What follows belongs to an exercise in optimizing a design on an open flow for small area; a production flow would make more cautious choices. Only simulation tests tie the RTL to the original design; equivalence was not proved. Power is estimated from default activity; no workload was simulated. No driver is modelled on the clock port, so clocking that relies on it looks cheaper here than on a real chip.

Setup of job 1784:
==> flow/design.v (excerpt) <==
module ether_echo
  (
   input wire         clk,
   input wire         reset,
   input wire [127:0] rx_dataout0,
   input wire [127:0] rx_dataout1,
   input wire [127:0] rx_dataout2,
   input wire [127:0] rx_dataout3,
   input wire         rx_enaout0,
   input wire         rx_sopout0,
   input wire         rx_eopout0,
   input wire         rx_eopout1,
   input wire         rx_eopout2,
   input wire         rx_eopout3,
   input wire [3:0]   rx_mtyout0,
   input wire [3:0]   rx_mtyout1,
   input wire [3:0]   rx_mtyout2,
   input wire [3:0]   rx_mtyout3,
   output reg  [511:0] send_data,
   output reg          send_valid,
   output reg          send_sop,
   output reg          send_eop,
   output wire [7:0]   send_mty,
   output wire         tx_kick,
   output wire [13:0]  tx_bytes,
   input wire          cmac_busy,
   input wire          cmac_done,
   input wire          cmac_tx_rdy
   );
    localparam [15:0] APP_KEY = 16'h3434;
    wire [5:0] recv_mty = rx_eopout3 == 1'b1 ? {2'd0, rx_mtyout3}
	       : rx_eopout2 == 1'b1 ? {2'd1, rx_mtyout2}
	       : rx_eopout1 == 1'b1 ? {2'd2, rx_mtyout1}
	       : rx_eopout0 == 1'b1 ? {2'd3, rx_mtyout0}
               : 6'd0;
    wire recv_eop = rx_eopout0 | rx_eopout1 | rx_eopout2 | rx_eopout3;
    wire [511:0] recv_data = {rx_dataout0, rx_dataout1, rx_dataout2, rx_dataout3};
    reg in_frame;
    wire first = !in_frame && rx_enaout0 && rx_sopout0 && recv_data[415:400] == APP_KEY;
    wire acc = first || (in_frame && rx_enaout0);
    always @(posedge clk) begin
	if(reset == 1'b1)
	    in_frame <= 1'b0;
	else if(first && !recv_eop)
	    in_frame <= 1'b1;
	else if(in_frame && rx_enaout0 && recv_eop)
	    in_frame <= 1'b0;
    end
    reg [511:0] din_q;
    reg         acc_q, first_q, last_q;
    reg [5:0]   mty_q;
    wire swap = !in_frame && rx_sopout0;
    always @(posedge clk) begin
  ...
export LEC_CHECK = 0
export CAP_MARGIN = 20
export CORE_MARGIN = 2
export CORE_UTILIZATION = 70
export SLEW_MARGIN = 20
create_clock -name core_clock -period 4.0 [get_ports {clk}]
standard.sh (not shown) runs the stock make flow with config.mk's settings and CLKGATE_MAP_FILE= SYNTH_SCRIPT=/design/flow/synth_recipe.tcl, a recipe that flattens the netlist after the stock synthesis.
==> flow/flow/run.sh <==
#!/bin/bash
# Standard ORFS layout (standard.sh: the standard flow's synthesis, floorplan, power grid
# and tap cells unchanged), with two changes to how the layout is built:
#  - port buffers are buf_1 cells instead of the default clkdlybuf4s50_1
#  - clock tree synthesis inserts no dummy loads
set -euo pipefail
cd "$(dirname "$0")/.."
bash standard.sh \
  "BUFFER_PORTS_ARGS=-buffer_cell sky130_fd_sc_hd__buf_1" \
  "CTS_ARGS=-sink_clustering_enable -repair_clock_nets -dont_use_dummy_load -buf_list sky130_fd_sc_hd__clkbuf_16 -sink_clustering_size 35 -sink_clustering_max_diameter 80" \
  finish > flow_standard.log 2>&1
Job 1784 never completed, since it errored out during I/O pin placement (3_2_place_iop).
Modified inputs, job 8349 compared to job 1784
Settings: CORE_UTILIZATION: 70 -> 40.
==> flow/flow/run.sh <==
#!/bin/bash
# Standard ORFS layout (standard.sh: the standard flow's synthesis, floorplan, power grid
# and tap cells unchanged), with two changes to how the layout is built:
#  - port buffers are buf_1 cells instead of the default clkdlybuf4s50_1
#  - clock tree synthesis inserts no dummy loads and clusters more sinks
#    per clkbuf_16 leaf buffer
set -euo pipefail
cd "$(dirname "$0")/.."
bash standard.sh \
  "BUFFER_PORTS_ARGS=-buffer_cell sky130_fd_sc_hd__buf_1" \
  "CTS_ARGS=-sink_clustering_enable -repair_clock_nets -dont_use_dummy_load -buf_list sky130_fd_sc_hd__clkbuf_16 -sink_clustering_size 25 -sink_clustering_max_diameter 100" \
  finish > flow_standard.log 2>&1
Findings:
- Diff job 8349..job 1784 | synthesized flop and latch total | unchanged
- Job 8349: no failed stages, no open violations at the end
- From job 1784 to job 8349 the numbers moved as follows: cell row count rose 33, synthesized area divided by synthesized cell count about even.
- Job 8349 -> job 1784: share of synthesized cell area in and, or, nand and nor gates delta 0, exact match
- Summary of job 8349 over job 1784: initial core utilization shrank by 30 points, compound-gate portion of the synthesized area was more or less identical, gate count of the mapped netlist neither gained nor lost much.
- Job 8349 against job 1784: number of different library cells in the post-synthesis netlist barely changed; y dimension of the die grew by 32%.
- Going from job 1784 to job 8349, chip width grows by about 30%.
- Area after synthesis: job 1784 vs job 8349 identical
Relative to job 8349, the following input files were edited for job 632:
==> flow/run.sh (new file) <==
#!/bin/bash
# synth_recipe.tcl (not shown) runs the flow's synth.tcl, then flattens the netlist and writes it again
# the make line also repeats each setting of config.mk as NAME=value (left out here)
make -C /OpenROAD-flow-scripts/flow DESIGN_CONFIG=/design/flow/config.mk WORK_HOME=/design/flow/orfs CLKGATE_MAP_FILE= SYNTH_SCRIPT=/design/flow/synth_recipe.tcl finish
removed: flow/flow/run.sh
removed: flow/standard.sh
Findings:
- Between job 8349 and job 632, the first-iteration DRC count figures differ only marginally.
- The lower met1 layer usage reported by global route of job 8349 and job 632 is in job 8349.
- In the reports for job 8349 and job 632, the larger clock-buffer cell count belongs to job 632.
- Total iterations of the first detailed-routing run came out exactly the same in job 8349 and job 632.
- Register share of total power, job 8349 and job 632: lower on job 632
- Job 632 vs. job 8349: headroom to the max-slew limit down 0.81 points, total power grew by 8100 uW, fmax went down, final standard cell area without fillers higher.
- The power share of the clock group in job 632 was higher than what job 8349 gave.
- Share of post-route cells with drive strength above 1 for job 632: 3.7 points up relative to job 8349
Here is what was changed in the inputs of job 1424 compared with job 632.
Settings: a change of CORE_UTILIZATION from 40 to 60; an added PLACE_DENSITY of 0.85.
==> flow/flow/run.sh (new file) <==
#!/bin/bash
# Standard ORFS layout (standard.sh: the standard flow's synthesis, floorplan, power grid
# and tap cells unchanged), with two changes to how the layout is built:
#  - port buffers are buf_1 cells instead of the default clkdlybuf4s50_1
#  - clock tree synthesis inserts no dummy loads
set -euo pipefail
cd "$(dirname "$0")/.."
bash standard.sh \
  "BUFFER_PORTS_ARGS=-buffer_cell sky130_fd_sc_hd__buf_1" \
  "CTS_ARGS=-sink_clustering_enable -repair_clock_nets -dont_use_dummy_load -buf_list sky130_fd_sc_hd__clkbuf_16 -sink_clustering_size 35 -sink_clustering_max_diameter 60" \
  finish > flow_standard.log 2>&1
==> flow/standard.sh (new file) <==
#!/bin/bash
# synth_recipe.tcl (not shown) runs the flow's synth.tcl, then flattens the netlist and writes it again
# the make line also repeats each setting of config.mk as NAME=value (left out here)
make -C /OpenROAD-flow-scripts/flow DESIGN_CONFIG=/design/flow/config.mk WORK_HOME=/design/flow/orfs CLKGATE_MAP_FILE= SYNTH_SCRIPT=/design/flow/synth_recipe.tcl "${@:-finish}"
removed: flow/run.sh
Most common cell after layout, fill and taps aside = buf_1: job 1424; most common cell after layout, fill and taps aside = clkdlybuf4s50_1: job 632
Wire length on met2 (job 1424 over job 632): decrease, 13%
Job 1424 against job 632: areal power density over the cells shrank by 5.0%; final worst slack +0.18 ns; cell depth of the worst setup path increased 3; proportion of power drawn by flip-flops and latches now sits higher.
Detailed route, job 1424 vs job 632: via total higher for job 1424
Summary of job 1424 over job 632: clock power shows a reduction of 40%; global-route usage shows an increase of 10 points; layout overhead on the synthesized area shows a reduction of 20 points.

ether_echo again, from the RTL that the note above started with.
==> flow/config.mk <==
export PLATFORM = sky130hd
export DESIGN_NAME = ether_echo
export DESIGN_NICKNAME = ether_echo
export VERILOG_FILES = /design/flow/design.v
export SDC_FILE = /design/flow/constraint.sdc
export NUM_CORES = 4
export LEC_CHECK = 0
export CAP_MARGIN = 20
export CORE_MARGIN = 2
export CORE_UTILIZATION = 40
export SLEW_MARGIN = 20
==> flow/constraint.sdc <==
create_clock -name core_clock -period 4.0 [get_ports {clk}]
set_input_delay 0.8000 -clock core_clock [delete_from_list [all_inputs] [get_ports {clk}]]
set_output_delay 0.8000 -clock core_clock [all_outputs]
set_load 0.01 [all_outputs]
==> flow/flow/run.sh <==
#!/bin/bash
# Standard ORFS layout (standard.sh: the standard flow's synthesis, floorplan, power grid
# and tap cells unchanged), with two changes to how the layout is built:
#  - port buffers are buf_1 cells instead of the default clkdlybuf4s50_1
#  - clock tree synthesis inserts no dummy loads
set -euo pipefail
cd "$(dirname "$0")/.."
bash standard.sh \
  "BUFFER_PORTS_ARGS=-buffer_cell sky130_fd_sc_hd__buf_1" \
  "CTS_ARGS=-sink_clustering_enable -repair_clock_nets -dont_use_dummy_load -buf_list sky130_fd_sc_hd__clkbuf_16 -sink_clustering_size 25 -sink_clustering_max_diameter 100" \
  finish > flow_standard.log 2>&1
The first run passed the timing, DRC and antenna checks.
Change:
--- a/flow/flow/run.sh
+++ b/flow/flow/run.sh
@@ -8,4 +8,4 @@
 bash standard.sh \
   "BUFFER_PORTS_ARGS=-buffer_cell sky130_fd_sc_hd__buf_1" \
-  "CTS_ARGS=-sink_clustering_enable -repair_clock_nets -dont_use_dummy_load -buf_list sky130_fd_sc_hd__clkbuf_16 -sink_clustering_size 25 -sink_clustering_max_diameter 100" \
+  "CTS_ARGS=-sink_clustering_enable -repair_clock_nets -dont_use_dummy_load -buf_list sky130_fd_sc_hd__clkbuf_16 -sink_clustering_size 30 -sink_clustering_max_diameter 80" \
   finish > flow_standard.log 2>&1
CORE_UTILIZATION = 60   (was 40)
Outcome: Count of clock-buffer cells in the layout decreases by 15. Sequential share of layout area came out higher by 1.2 points. Sequential power hardly moves. Fmax grows slightly. Cell area fell slightly. Final cell count falls by roughly a tenth. Combinational power rises by a few percent. Utilization came out higher by 22 points. Wire length went down slightly. Total power shrinks by a few percent.
Change:
--- a/flow/flow/run.sh
+++ b/flow/flow/run.sh
@@ -8,4 +8,4 @@
 bash standard.sh \
   "BUFFER_PORTS_ARGS=-buffer_cell sky130_fd_sc_hd__buf_1" \
-  "CTS_ARGS=-sink_clustering_enable -repair_clock_nets -dont_use_dummy_load -buf_list sky130_fd_sc_hd__clkbuf_16 -sink_clustering_size 30 -sink_clustering_max_diameter 80" \
+  "CTS_ARGS=-sink_clustering_enable -repair_clock_nets -dont_use_dummy_load -buf_list sky130_fd_sc_hd__clkbuf_8 -sink_clustering_size 20 -sink_clustering_max_diameter 60" \
   finish > flow_standard.log 2>&1
CORE_UTILIZATION = 40   (was 60)
Effect: Combinational power increases by 72%. Global-route usage decreases by 9.5 points. Routed wire length increases by 3.2%. Via count increases by 4.0%. Setup slack gets worse by 0.023 ns. Sequential cell count is unchanged. Maximum frequency decreases by 0.82%. Sequential share of layout area decreases by 4.9 points. Design area increases by 7.4%.
Change:
--- a/flow/flow/run.sh
+++ b/flow/flow/run.sh
@@ -8,4 +8,4 @@
 bash standard.sh \
   "BUFFER_PORTS_ARGS=-buffer_cell sky130_fd_sc_hd__buf_1" \
-  "CTS_ARGS=-sink_clustering_enable -repair_clock_nets -dont_use_dummy_load -buf_list sky130_fd_sc_hd__clkbuf_8 -sink_clustering_size 20 -sink_clustering_max_diameter 60" \
+  "CTS_ARGS=-sink_clustering_enable -repair_clock_nets -dont_use_dummy_load" \
   finish > flow_standard.log 2>&1
Wire length fell by 1.1%.
Power rose by 18%.
Core utilization fell by 0.90 points.
Non-clock buffer count fell by 380.
Setup slack improved by 0.039 ns.
Clock power rose by about 64%.
Clock-buffer cell count rose by 42.
Combinational power fell by 43%.
Worst hold slack improved by 0.0039 ns.
Change:
--- a/flow/flow/run.sh
+++ b/flow/flow/run.sh
@@ -8,4 +8,4 @@
 bash standard.sh \
   "BUFFER_PORTS_ARGS=-buffer_cell sky130_fd_sc_hd__buf_1" \
-  "CTS_ARGS=-sink_clustering_enable -repair_clock_nets -dont_use_dummy_load" \
+  "CTS_ARGS=-sink_clustering_enable -repair_clock_nets -dont_use_dummy_load -buf_list sky130_fd_sc_hd__clkbuf_16 -sink_clustering_size 30 -sink_clustering_max_diameter 60" \
   finish > flow_standard.log 2>&1
CORE_UTILIZATION = 60   (was 40)
Effect: The changed run completed without violations; combinational power increases by a few percent; die area goes down by a quarter to a third; clock power falls by a quarter to a third.

north:
ether_echo, a different RTL version from the one above (not shown whole).
For scale: roughly 3900 cells after synthesis, ~1800 flip-flops, ~1100 I/O pins, about 52000 µm² of cells after synthesis.
Settings: LEC_CHECK=0, CAP_MARGIN=20, CORE_MARGIN=2, CORE_UTILIZATION=55, SLEW_MARGIN=20; clock period 4.0 ns.
==> flow/flow/run.sh <==
#!/bin/bash
# Standard ORFS layout (standard.sh: the standard flow's synthesis, floorplan, power grid
# and tap cells unchanged), with two changes to how the layout is built:
#  - port buffers are buf_1 cells instead of the default clkdlybuf4s50_1
#  - clock tree synthesis inserts no dummy loads and clusters more sinks
#    per clkbuf_16 leaf buffer
set -euo pipefail
cd "$(dirname "$0")/.."
bash standard.sh \
  "BUFFER_PORTS_ARGS=-buffer_cell sky130_fd_sc_hd__buf_1" \
  "CTS_ARGS=-sink_clustering_enable -repair_clock_nets -dont_use_dummy_load -buf_list sky130_fd_sc_hd__clkbuf_16 -sink_clustering_size 28 -sink_clustering_max_diameter 80" \
  finish > flow_standard.log 2>&1
north: full flow OK, the timing, DRC and antenna checks passed
> inputs changed (north -> south)
diff --git a/flow/flow/run.sh b/flow/flow/run.sh
--- a/flow/flow/run.sh
+++ b/flow/flow/run.sh
@@ -11 +11 @@
-  "CTS_ARGS=-sink_clustering_enable -repair_clock_nets -dont_use_dummy_load -buf_list sky130_fd_sc_hd__clkbuf_16 -sink_clustering_size 28 -sink_clustering_max_diameter 80" \
+  "CTS_ARGS=-sink_clustering_enable -repair_clock_nets -dont_use_dummy_load -buf_list sky130_fd_sc_hd__clkbuf_16 -sink_clustering_size 30 -sink_clustering_max_diameter 80" \
## What came out
south: full flow OK, the timing, DRC and antenna checks passed
Diff north..south | via count of the routed design | negligible
Die area: north vs south — no meaningful difference
There was hardly any difference in sequential share of cell area between south and north.

The RTL this note starts from:
==> flow/design.v <==
`default_nettype none
module fifo_16_1024_ft
  (
   input wire        clk,
   input wire        srst,
   input wire [13:0] din,
   input wire        wr_en,
   input wire        rd_en,
   output wire [13:0] dout,
   output wire       valid
   );
    localparam DEPTH_LOG2 = 4;
    reg [13:0] mem [0:(1<<DEPTH_LOG2)-1];
    reg [DEPTH_LOG2:0] wp;
    reg [DEPTH_LOG2:0] rp;
    wire empty = (wp == rp);
    wire full = (wp[DEPTH_LOG2] != rp[DEPTH_LOG2]) &&
                (wp[DEPTH_LOG2-1:0] == rp[DEPTH_LOG2-1:0]);
    assign valid = ~empty;
    assign dout = mem[rp[DEPTH_LOG2-1:0]];
    always @(posedge clk) begin
	if(wr_en == 1'b1 && full == 1'b0) begin
	    mem[wp[DEPTH_LOG2-1:0]] <= din;
	end
    end
    always @(posedge clk) begin
	if(srst == 1'b1) begin
	    wp <= 0;
	    rp <= 0;
	end else begin
	    if(wr_en == 1'b1 && full == 1'b0) begin
		wp <= wp + 1'b1;
	    end
	    if(rd_en == 1'b1 && empty == 1'b0) begin
		rp <= rp + 1'b1;
	    end
	end
    end
endmodule  
`default_nettype wire
`default_nettype none
module cmac_usplus_emitter
  (
   input wire clk,
   input wire reset,
   input wire din_valid,
   input wire din_sop,
   input wire din_eop,
   input wire [5:0] din_mty,
   output wire dout_kick,
   output wire [13:0] dout_bytes,
   input wire cmac_busy,
   input wire cmac_done,
   input wire cmac_tx_rdy
   );
    reg [7:0] beats;
    reg       dout_ready;
    always @(posedge clk) begin
	if(din_valid == 1'b1)
	    beats <= din_sop ? 8'd1 : beats + 8'd1;
    end
    always @(posedge clk) begin
	if(reset == 1'b1)
	    dout_ready <= 1'b0;
	else
	    dout_ready <= din_valid & din_eop;
    end
    reg fifo_rd;
    wire [13:0] fifo_q;
    wire fifo_valid;
    fifo_16_1024_ft fifo_i(.clk(clk),
			   .srst(reset),
			   .din({beats, 6'd0} - {8'd0, din_mty}),
			   .wr_en(dout_ready),
			   .rd_en(fifo_rd),
			   .dout(fifo_q),
			   .valid(fifo_valid));
    reg kick_reg, wait_done;
    reg [13:0] bytes_reg;
    assign dout_kick = kick_reg;
    assign dout_bytes = bytes_reg;
    wire start = !kick_reg && !wait_done && fifo_valid && cmac_tx_rdy;
    always @(posedge clk) begin
	if(start == 1'b1)
	    bytes_reg <= fifo_q;
    end
    always @(posedge clk) begin
	if(reset == 1'b1) begin
	    kick_reg <= 1'b0;
	    wait_done <= 1'b0;
	    fifo_rd <= 1'b0;
	end else begin
	    fifo_rd <= start;
	    if(start == 1'b1)
		kick_reg <= 1'b1;
	    else if(kick_reg == 1'b1 && cmac_busy == 1'b1) begin
		kick_reg <= 1'b0;
		wait_done <= 1'b1;
	    end else if(wait_done == 1'b1 && cmac_done == 1'b1)
		wait_done <= 1'b0;
	end
    end
endmodule  
`default_nettype wire
`default_nettype none
module ether_echo
  (
   input wire         clk,
   input wire         reset,
   input wire [127:0] rx_dataout0,
   input wire [127:0] rx_dataout1,
   input wire [127:0] rx_dataout2,
   input wire [127:0] rx_dataout3,
   input wire         rx_enaout0,
   input wire         rx_sopout0,
   input wire         rx_eopout0,
   input wire         rx_eopout1,
   input wire         rx_eopout2,
   input wire         rx_eopout3,
   input wire [3:0]   rx_mtyout0,
   input wire [3:0]   rx_mtyout1,
   input wire [3:0]   rx_mtyout2,
   input wire [3:0]   rx_mtyout3,
   output reg  [511:0] send_data,
   output reg          send_valid,
   output reg          send_sop,
   output reg          send_eop,
   output wire [7:0]   send_mty,
   output wire         tx_kick,
   output wire [13:0]  tx_bytes,
   input wire          cmac_busy,
   input wire          cmac_done,
   input wire          cmac_tx_rdy
   );
    localparam [15:0] APP_KEY = 16'h3434;
    wire [5:0] recv_mty = rx_eopout3 == 1'b1 ? {2'd0, rx_mtyout3}
	       : rx_eopout2 == 1'b1 ? {2'd1, rx_mtyout2}
	       : rx_eopout1 == 1'b1 ? {2'd2, rx_mtyout1}
	       : rx_eopout0 == 1'b1 ? {2'd3, rx_mtyout0}
               : 6'd0;
    wire recv_eop = rx_eopout0 | rx_eopout1 | rx_eopout2 | rx_eopout3;
    wire [511:0] recv_data = {rx_dataout0, rx_dataout1, rx_dataout2, rx_dataout3};
    reg in_frame, idle;
    wire first = !in_frame && rx_enaout0 && rx_sopout0 && recv_data[415:400] == APP_KEY;
    wire acc = first || (in_frame && rx_enaout0);
    wire in_frame_next = (first && !recv_eop) || (in_frame && !(rx_enaout0 && recv_eop));
    always @(posedge clk) begin
	if(reset == 1'b1) begin
	    in_frame <= 1'b0;
	    idle <= 1'b1;
	end else begin
	    in_frame <= in_frame_next;
	    idle <= !in_frame_next;
	end
    end
    reg [511:0] din_q;
    reg         acc_q, hold_q_keep, first_q, last_q, single_q;
    reg [5:0]   mty_q;
    wire [95:0] recv_macs = recv_data[511:416];
    wire [95:0] recv_swapped = {recv_macs[47:0], recv_macs[95:48]};
    always @(posedge clk) begin
	din_q[511:416] <= ({96{idle}} & recv_swapped) | ({96{in_frame}} & recv_macs);
	din_q[415:0] <= recv_data[415:0];
	mty_q <= recv_mty;
	first_q <= first;
	last_q <= recv_eop;
    end
    always @(posedge clk) begin
	if(reset == 1'b1) begin
	    acc_q <= 1'b0;
	    hold_q_keep <= 1'b1;
	    single_q <= 1'b0;
	end else begin
	    acc_q <= acc;
	    hold_q_keep <= !acc;
	    single_q <= first && recv_eop;
	end
    end
    reg [511:0] hold_q;
    reg         pend, hold_first, hold_last;
    reg [5:0]   hold_mty;
    wire flush = !acc_q && pend && hold_last;
    always @(posedge clk) begin
	hold_q <= ({512{acc_q}} & din_q) | ({512{hold_q_keep}} & hold_q);
    end
    always @(posedge clk) begin
	if(acc_q == 1'b1) begin
	    hold_first <= first_q;
	    hold_last <= last_q;
	    hold_mty <= mty_q;
	end
    end
    always @(posedge clk) begin
	if(reset == 1'b1)
	    pend <= 1'b0;
	else if(acc_q == 1'b1)
	    pend <= !single_q;
	else if(flush == 1'b1)
	    pend <= 1'b0;
    end
    reg [5:0] send_mty_q;
    assign send_mty = {2'd0, send_mty_q};
    always @(posedge clk) begin
	send_data <= ({512{single_q}} & din_q) | ({512{pend}} & hold_q);
	send_sop <= single_q | hold_first;
	send_eop <= single_q | flush;
	send_mty_q <= single_q ? mty_q : hold_mty;
    end
    always @(posedge clk) begin
	if(reset == 1'b1)
	    send_valid <= 1'b0;
	else
	    send_valid <= single_q || flush || (acc_q && pend);
    end
    cmac_usplus_emitter cmac_usplus_emitter_i
      (
       .clk(clk),
       .reset(reset),
       .din_valid(send_valid),
       .din_sop(send_sop),
       .din_eop(send_eop),
       .din_mty(send_mty_q),
       .dout_kick(tx_kick),
       .dout_bytes(tx_bytes),
       .cmac_busy(cmac_busy),
       .cmac_done(cmac_done),
       .cmac_tx_rdy(cmac_tx_rdy)
       );
endmodule  
`default_nettype wire
clock: 4.0 ns
lec_check: 0
cap_margin: 0
core_margin: 2
core_utilization: 60
slew_margin: 0
==> flow/flow/run.sh <==
#!/bin/bash
# Standard ORFS layout (standard.sh: the standard flow's synthesis, floorplan, power grid
# and tap cells unchanged), with two changes to how the layout is built:
#  - port buffers are buf_1 cells instead of the default clkdlybuf4s50_1
#  - clock tree synthesis inserts no dummy loads and clusters more sinks
#    per clkbuf_16 leaf buffer
set -euo pipefail
cd "$(dirname "$0")/.."
bash standard.sh \
  "BUFFER_PORTS_ARGS=-buffer_cell sky130_fd_sc_hd__buf_1" \
  "CTS_ARGS=-sink_clustering_enable -repair_clock_nets -dont_use_dummy_load -buf_list sky130_fd_sc_hd__clkbuf_16 -sink_clustering_size 30 -sink_clustering_max_diameter 80" \
  finish > flow_standard.log 2>&1
The first run completed with no timing, DRC or antenna violations.
Then changed:
--- a/flow/flow/run.sh
+++ b/flow/flow/run.sh
@@ -9,4 +9,4 @@
 bash standard.sh \
   "BUFFER_PORTS_ARGS=-buffer_cell sky130_fd_sc_hd__buf_1" \
-  "CTS_ARGS=-sink_clustering_enable -repair_clock_nets -dont_use_dummy_load -buf_list sky130_fd_sc_hd__clkbuf_16 -sink_clustering_size 30 -sink_clustering_max_diameter 80" \
+  "CTS_ARGS=-sink_clustering_enable -repair_clock_nets -dont_use_dummy_load -buf_list sky130_fd_sc_hd__clkbuf_16 -sink_clustering_size 25 -sink_clustering_max_diameter 100" \
   finish > flow_standard.log 2>&1
--- a/flow/config.mk
+++ b/flow/config.mk
@@ -6,6 +6,6 @@
 export NUM_CORES = 4
 export LEC_CHECK = 0
-export CAP_MARGIN = 0
+export CAP_MARGIN = 20
 export CORE_MARGIN = 2
-export CORE_UTILIZATION = 60
-export SLEW_MARGIN = 0
+export CORE_UTILIZATION = 40
+export SLEW_MARGIN = 20
The new run finished with timing, DRC and antenna clean.
Sequential power is about the same.
Sequential cell count is unchanged.
Core utilization decreases by 22 points.
Wire length decreases by about 1.2%.
Via count decreases by about 1.6%.
Cell count increases by 11%.
First-iteration DRC count decreases by about 27%.
Then changed:
--- a/flow/flow/run.sh
+++ b/flow/flow/run.sh
@@ -9,4 +9,4 @@
 bash standard.sh \
   "BUFFER_PORTS_ARGS=-buffer_cell sky130_fd_sc_hd__buf_1" \
-  "CTS_ARGS=-sink_clustering_enable -repair_clock_nets -dont_use_dummy_load -buf_list sky130_fd_sc_hd__clkbuf_16 -sink_clustering_size 25 -sink_clustering_max_diameter 100" \
+  "CTS_ARGS=-sink_clustering_enable -repair_clock_nets -dont_use_dummy_load -buf_list sky130_fd_sc_hd__clkbuf_16 -sink_clustering_size 30 -sink_clustering_max_diameter 80" \
   finish > flow_standard.log 2>&1
--- a/flow/config.mk
+++ b/flow/config.mk
@@ -8,4 +8,4 @@
 export CAP_MARGIN = 20
 export CORE_MARGIN = 2
-export CORE_UTILIZATION = 40
+export CORE_UTILIZATION = 60
 export SLEW_MARGIN = 20
The changed run passed the timing, DRC and antenna checks.
Combinational power rises by about 5%.
Setup slack is worse by 0.025 ns.
Clock-buffer cell count fell by 14.
Final area drops by 1.8%.
Non-clock buffer count falls by 17.

-- separate check: timing with driven ports --
No port has a modelled driver above. Below, the same layouts with a new extraction and two added sets of constraints.
Step 1 (the two cells are an assumption about what drives the block):
set clk [get_ports {clk}]
set_driving_cell -lib_cell sky130_fd_sc_hd__clkbuf_16 $clk
set_driving_cell -lib_cell sky130_fd_sc_hd__buf_2 [delete_from_list [all_inputs] $clk]
Step 2, shift: input delay + t, output delay - t, t = (earliest + latest rising clock arrival at the registers) / 2. This alone moves slack from input paths to output paths.
a / b / c = no drivers / after step 1 / after step 2; a / b = the first two.
run | t (ns) | setup slack, ns | clock arrival spread, ns | slew at the worst register clock pin (ns) | worst data-port slew with drivers (ns)
job 8349 | 0.767 | 1.166 / 1.166 / 1.166 | 0.097 / 0.097 | 0.10 / 0.10 | 0.21
job 632 | 0.841 | 0.921 / 0.841 / 1.108 | 0.036 / 0.035 | 0.07 / 0.07 | 0.22
job 1424 | 0.763 | 1.097 / 1.097 / 1.097 | 0.117 / 0.116 | 0.12 / 0.12 | 0.32
the first run of note 2 | 0.767 | 1.166 / 1.166 / 1.166 | 0.097 / 0.097 | 0.10 / 0.10 | 0.21
the second run of note 2 | 0.725 | 1.209 / 1.209 / 1.209 | 0.051 / 0.052 | 0.11 / 0.11 | 0.27
the third run of note 2 | 0.891 | 1.186 / 1.186 / 1.186 | 0.148 / 0.148 | 0.12 / 0.12 | 0.22
the fourth run of note 2 | 0.812 | 1.225 / 1.225 / 1.225 | 0.115 / 0.115 | 0.07 / 0.07 | 0.22
the fifth run of note 2 | 0.756 | 1.180 / 1.180 / 1.180 | 0.089 / 0.089 | 0.11 / 0.11 | 0.27
north | 0.726 | 0.624 / 0.624 / 0.624 | 0.072 / 0.073 | 0.11 / 0.11 | 0.21
south | 0.722 | 0.585 / 0.585 / 0.585 | 0.061 / 0.061 | 0.12 / 0.12 | 0.22
the first run of note 4 | 0.709 | 1.146 / 1.146 / 1.146 | 0.059 / 0.059 | 0.11 / 0.11 | 0.17
the second run of note 4 | 0.766 | 1.173 / 1.173 / 1.173 | 0.082 / 0.082 | 0.10 / 0.10 | 0.19
the third run of note 4 | 0.716 | 1.148 / 1.148 / 1.148 | 0.072 / 0.071 | 0.11 / 0.11 | 0.16
After both steps every run listed still meets setup and hold.
